From an optimization exercise on the open Yosys and OpenROAD flow, aimed at small area; shortcuts taken in it are not production practice.
The RTL was checked by simulation tests, not by an equivalence proof against the original design.
Power is estimated from default activity; no workload was simulated.

== v6 ==
## pll_d
module pll_d(
	output logic freq_synced,
	input freq_in,
	input Clock, nReset
	);
Size in the first run: ~490 cells after synthesis, about 110 flip-flops, about 5000 µm² of cells after synthesis.
Settings: LEC_CHECK=0, CAP_MARGIN=20, CORE_MARGIN=2, CORE_UTILIZATION=60, SLEW_MARGIN=20; clock period 6.0 ns.
standard.sh (not shown) runs the stock make flow with config.mk's settings and CLKGATE_MAP_FILE= SYNTH_SCRIPT=/design/flow/synth_recipe.tcl, a recipe that flattens the netlist after the stock synthesis.
==> flow/flow/run.sh <==
#!/bin/bash
# The standard layout, with clock tree synthesis told not to add dummy loads
# (cells that only balance the clock tree's load and drive nothing) and to
# use larger sink clusters.
set -euo pipefail
export CTS_ARGS="-sink_clustering_enable -repair_clock_nets -dont_use_dummy_load -sink_clustering_size 30 -sink_clustering_max_diameter 200 -buf_list sky130_fd_sc_hd__clkbuf_8"
bash standard.sh > standard.log 2>&1
v6 ended with every stage complete and zero timing, DRC or antenna violations.
[inputs] v7 vs v6
==> flow/run.sh (new file) <==
#!/bin/bash
# synth_recipe.tcl (not shown) runs the flow's synth.tcl, then flattens the netlist and writes it again
# the make line also repeats each setting of config.mk as NAME=value (left out here)
make -C /OpenROAD-flow-scripts/flow DESIGN_CONFIG=/design/flow/config.mk WORK_HOME=/design/flow/orfs CLKGATE_MAP_FILE= SYNTH_SCRIPT=/design/flow/synth_recipe.tcl finish
removed: flow/flow/run.sh
removed: flow/standard.sh
--- outcome ---
- Detailed-route vias per instance ends up lower on v7.
- Clock tree cell share of total cell area (higher): v7
- Taking v6 as the reference, in v7 clock sink count flat; hold path depth ~0 delta.
- Taking v6 as the reference, in v7 clock period minus worst slack shrank by 5.9 ps, flip-flop and latch share of the layout cell area went down by 0.62 points.

* * *

Setup of run 1:
pll_d, a different RTL version from the one above (not shown whole).
Size: ~490 cells after synthesis, ~4 I/O pins, roughly 4500 um^2 of cells after synthesis.
export LEC_CHECK = 0
export CAP_MARGIN = 20
export CORE_MARGIN = 2
export CORE_UTILIZATION = 70
export PLACE_DENSITY = 0.8
export SLEW_MARGIN = 20
create_clock -name core_clock -period 6.0 [get_ports {Clock}]
==> flow/flow/run.sh <==
#!/bin/bash
# The standard layout with three changes:
#  - after the standard synthesis, the combinational logic between its
#    flip-flops is mapped again by ABC for area (flow/reabc.tcl); every
#    flip-flop keeps its name and cell;
#  - clock tree synthesis adds no dummy loads (cells that only balance the
#    clock tree's load and drive nothing);
#  - the ports are buffered with buf_2 rather than a delay buffer.
set -euo pipefail
export BUFFER_PORTS_ARGS="-buffer_cell sky130_fd_sc_hd__buf_2"
export CTS_ARGS="-sink_clustering_enable -repair_clock_nets -dont_use_dummy_load"
RES=orfs/results/$FLOW_PLATFORM/pll_d/base
LIB=$FLOW_HOME/platforms/$FLOW_PLATFORM/lib/sky130_fd_sc_hd__tt_025C_1v80.lib
YOSYS=$(command -v yosys || echo "$FLOW_HOME/../tools/install/yosys/bin/yosys")

bash standard.sh synth > synth.log 2>&1
cp $RES/1_2_yosys.v standard_synth.v
python3 flow/mklib.py "$LIB" comb.lib > mklib.log 2>&1
LIB=$LIB RES=$RES COMBLIB=comb.lib TOP=$FLOW_TOP "$YOSYS" -c flow/reabc.tcl > reabc.log 2>&1
rm -f $RES/1_synth.odb $RES/1_synth.sdc
bash standard.sh > standard.log 2>&1
==> flow/flow/reabc.tcl <==
# Re-map the combinational logic of the standard synthesis for area.
# Flip-flops (and the full adders) are left exactly as they are: only the
# logic between them is read as gates and mapped again by ABC.
yosys -import
set lib $::env(LIB)
set res $::env(RES)
read_verilog $res/1_2_yosys.v
read_liberty -lib $lib
read_liberty -overwrite -ignore_miss_func $::env(COMBLIB)
hierarchy -check -top $::env(TOP)
flatten
opt_clean
abc -liberty $lib -dont_use *lpflow* -dont_use *probe* -script "+strash;if,-K,6;mfs2,-W,10;strash;dc2;dch;amap;strash;dch;amap;"
opt_clean -purge
setundef -zero
hilomap -singleton -hicell sky130_fd_sc_hd__conb_1 HI -locell sky130_fd_sc_hd__conb_1 LO
splitnets
opt_clean -purge
insbuf -buf sky130_fd_sc_hd__buf_4 A X
yosys rename -enumerate -pattern reabc_%
read_liberty -lib -overwrite $lib
hierarchy -check -top $::env(TOP)
check -assert -mapped
stat -liberty $lib
write_verilog -noattr -nohex -nodec $res/1_2_yosys.v
Other scripts of this flow, unchanged in this note and not shown: flow/flow/mklib.py
--- input diff run 1..run 2 ---
--- a/flow/flow/reabc.tcl
+++ b/flow/flow/reabc.tcl
@@ -13 +13 @@
-abc -liberty $lib -dont_use *lpflow* -dont_use *probe* -script "+strash;if,-K,6;mfs2,-W,10;strash;dc2;dch;amap;strash;dch;amap;"
+abc -liberty $lib -dont_use *lpflow* -dont_use *probe* -script "+strash;dc2;dch;amap;strash;dch;amap;"
Results
Compared to run 1, run 2 has pin count of the biggest net entering global routing 3 higher.
Of run 2 and run 1, it is run 2 that has the higher sequential share of layout area.
On area added between synthesis and finish: run 2 sits below run 1.
Compared with run 1, run 2 instantiates a larger number of standard cells.
Changes observed in run 2 relative to run 1: timing-limited maximum frequency picked up an extra about 3.4%, routed wire length went up by 1.4%.
Input changes introduced in run 3 (baseline for comparison: run 2):
--- a/flow/flow/run.sh
+++ b/flow/flow/run.sh
@@ -2 +2 @@
-# The standard layout with three changes:
+# The standard layout with two changes:
@@ -7,2 +7 @@
-#    clock tree's load and drive nothing);
-#  - the ports are buffered with buf_2 rather than a delay buffer.
+#    clock tree's load and drive nothing).
@@ -10 +8,0 @@
-export BUFFER_PORTS_ARGS="-buffer_cell sky130_fd_sc_hd__buf_2"
--- outcome ---
Run 2 has a lower setup slack of the worst register-to-register path than run 3.
Worst hold slack after final layout delta (run 2 -> run 3): insignificant
Of run 2 and run 3, the higher synthesis-to-finish area growth belongs to run 3.
Re count of TritonRoute iterations in the first routing pass: no difference whatsoever between run 3 and run 2.
Fraction of layout instances using a drive strength above 1 (lower): run 3
Post-route minimum period, run 2 and run 3, higher one = run 2.
Overall power after layout of run 3 is on par with run 2.
Of run 2 and run 3, the run reporting the higher total wirelength of the detailed-routed design was run 2.
Clock-cell share of area: run 3 vs run 2 — no meaningful difference
Relative to run 2, final instance area has gone up in run 3.
Worst slew slack as a fraction of its limit, run 2 and run 3, lower one = run 3.
[inputs] run 4 vs run 3
# run 3
export LEC_CHECK = 0
export CAP_MARGIN = 20
export CORE_MARGIN = 2
export CORE_UTILIZATION = 70
export PLACE_DENSITY = 0.8
export SLEW_MARGIN = 20
create_clock -name core_clock -period 6.0 [get_ports {Clock}]
# run 4
export LEC_CHECK = 0
export CAP_MARGIN = 20
export CORE_MARGIN = 2
export CORE_UTILIZATION = 70
export GPL_TIMING_DRIVEN = 0
export PLACE_DENSITY = 0.8
export SLEW_MARGIN = 20
create_clock -name core_clock -period 6.0 [get_ports {Clock}]
--- a/flow/flow/run.sh
+++ b/flow/flow/run.sh
@@ -7 +7,2 @@
-#    clock tree's load and drive nothing).
+#    clock tree's load and drive nothing);
+#  - the ports are buffered with buf_2 rather than a delay buffer.
@@ -8,0 +10 @@
+export BUFFER_PORTS_ARGS="-buffer_cell sky130_fd_sc_hd__buf_2"
Findings:
Re final design area excluding fillers: run 4 is 26 um^2 up on run 3.
The detailed route wirelength on metal2 in run 4 is 1.08 times that in run 3.
There was hardly any difference in clock power between run 4 and run 3.
Compared with run 3, run 4 shows a first-pass GRT wire length that is 220 um higher.
Run 4 -> run 3: leakage dissipation flat
Re fraction of cell area in non-clock buffers: run 4 is 0.22 points down on run 3.
Setup changes, run 4 to run 5
# run 4
export LEC_CHECK = 0
export CAP_MARGIN = 20
export CORE_MARGIN = 2
export CORE_UTILIZATION = 70
export GPL_TIMING_DRIVEN = 0
export PLACE_DENSITY = 0.8
export SLEW_MARGIN = 20
create_clock -name core_clock -period 6.0 [get_ports {Clock}]
# run 5
export LEC_CHECK = 0
export CAP_MARGIN = 5
export CORE_MARGIN = 2
export CORE_UTILIZATION = 70
export PLACE_DENSITY = 0.8
export SLEW_MARGIN = 5
create_clock -name core_clock -period 6.0 [get_ports {Clock}]
--- a/flow/flow/run.sh
+++ b/flow/flow/run.sh
@@ -2 +2 @@
-# The standard layout with two changes:
+# The standard layout with three changes:
Results
STATUS minimum period implied by the final worst setup slack: run 5 wins against run 4
Summary of run 5 over run 4: largest fanout of any net on the critical path went up by 1; met1 usage went down by 0.62 points; worst hold slack after final layout was more or less identical; area after synthesis was more or less identical; vias after detailed routing went down by 16.
Run 4 has lower detailed placer's ending HPWL than run 5.
Higher smallest setup slack after layout was reported by run 5, not run 4.
| cell area after layout | run 5 vs run 4 | about 0.9% lower |
Between run 4 and run 5, first-pass GRT wire length is lower for run 5, run 4 comes in above that.
Comparing power for run 4 and run 5, the smaller number came from run 5.

-- afterwards: timing with drivers on the ports --
Ports are ideal in the flow. The routed layouts listed here were re-timed in OpenROAD.
Step 1 sets driving cells, clkbuf_16 on the clock port and buf_2 on the other inputs (assumed; they add their load-dependent delay and slew).
Step 2, shift: input delay + t, output delay - t, t = (earliest + latest rising clock arrival at the registers) / 2. This alone moves slack from input paths to output paths.
Slacks: no drivers / after step 1 / after step 2; pairs: no drivers / after step 1.
run | shift t [ns] | setup slack, ns | hold slack, ns | clock arrival spread, ns | cell pins on the clock port's net
v6 | 0.383 | 0.360 / 0.360 / 0.360 | 0.458 / 0.458 / 0.458 | 0.036 / 0.037 | 1
v7 | 0.403 | 0.366 / 0.366 / 0.366 | 0.438 / 0.438 / 0.438 | 0.014 / 0.014 | 1
run 1 | 0.388 | 0.254 / 0.254 / 0.254 | 0.391 / 0.391 / 0.391 | 0.028 / 0.029 | 1
run 2 | 0.387 | 0.441 / 0.441 / 0.441 | 0.397 / 0.397 / 0.397 | 0.029 / 0.029 | 1
run 3 | 0.382 | 0.548 / 0.548 / 0.548 | 0.397 / 0.397 / 0.397 | 0.036 / 0.036 | 1
run 4 | 0.378 | 0.292 / 0.292 / 0.292 | 0.396 / 0.396 / 0.396 | 0.025 / 0.025 | 1
run 5 | 0.387 | 0.441 / 0.441 / 0.441 | 0.397 / 0.397 / 0.397 | 0.029 / 0.029 | 1
After both steps setup and hold are still met in every run listed.
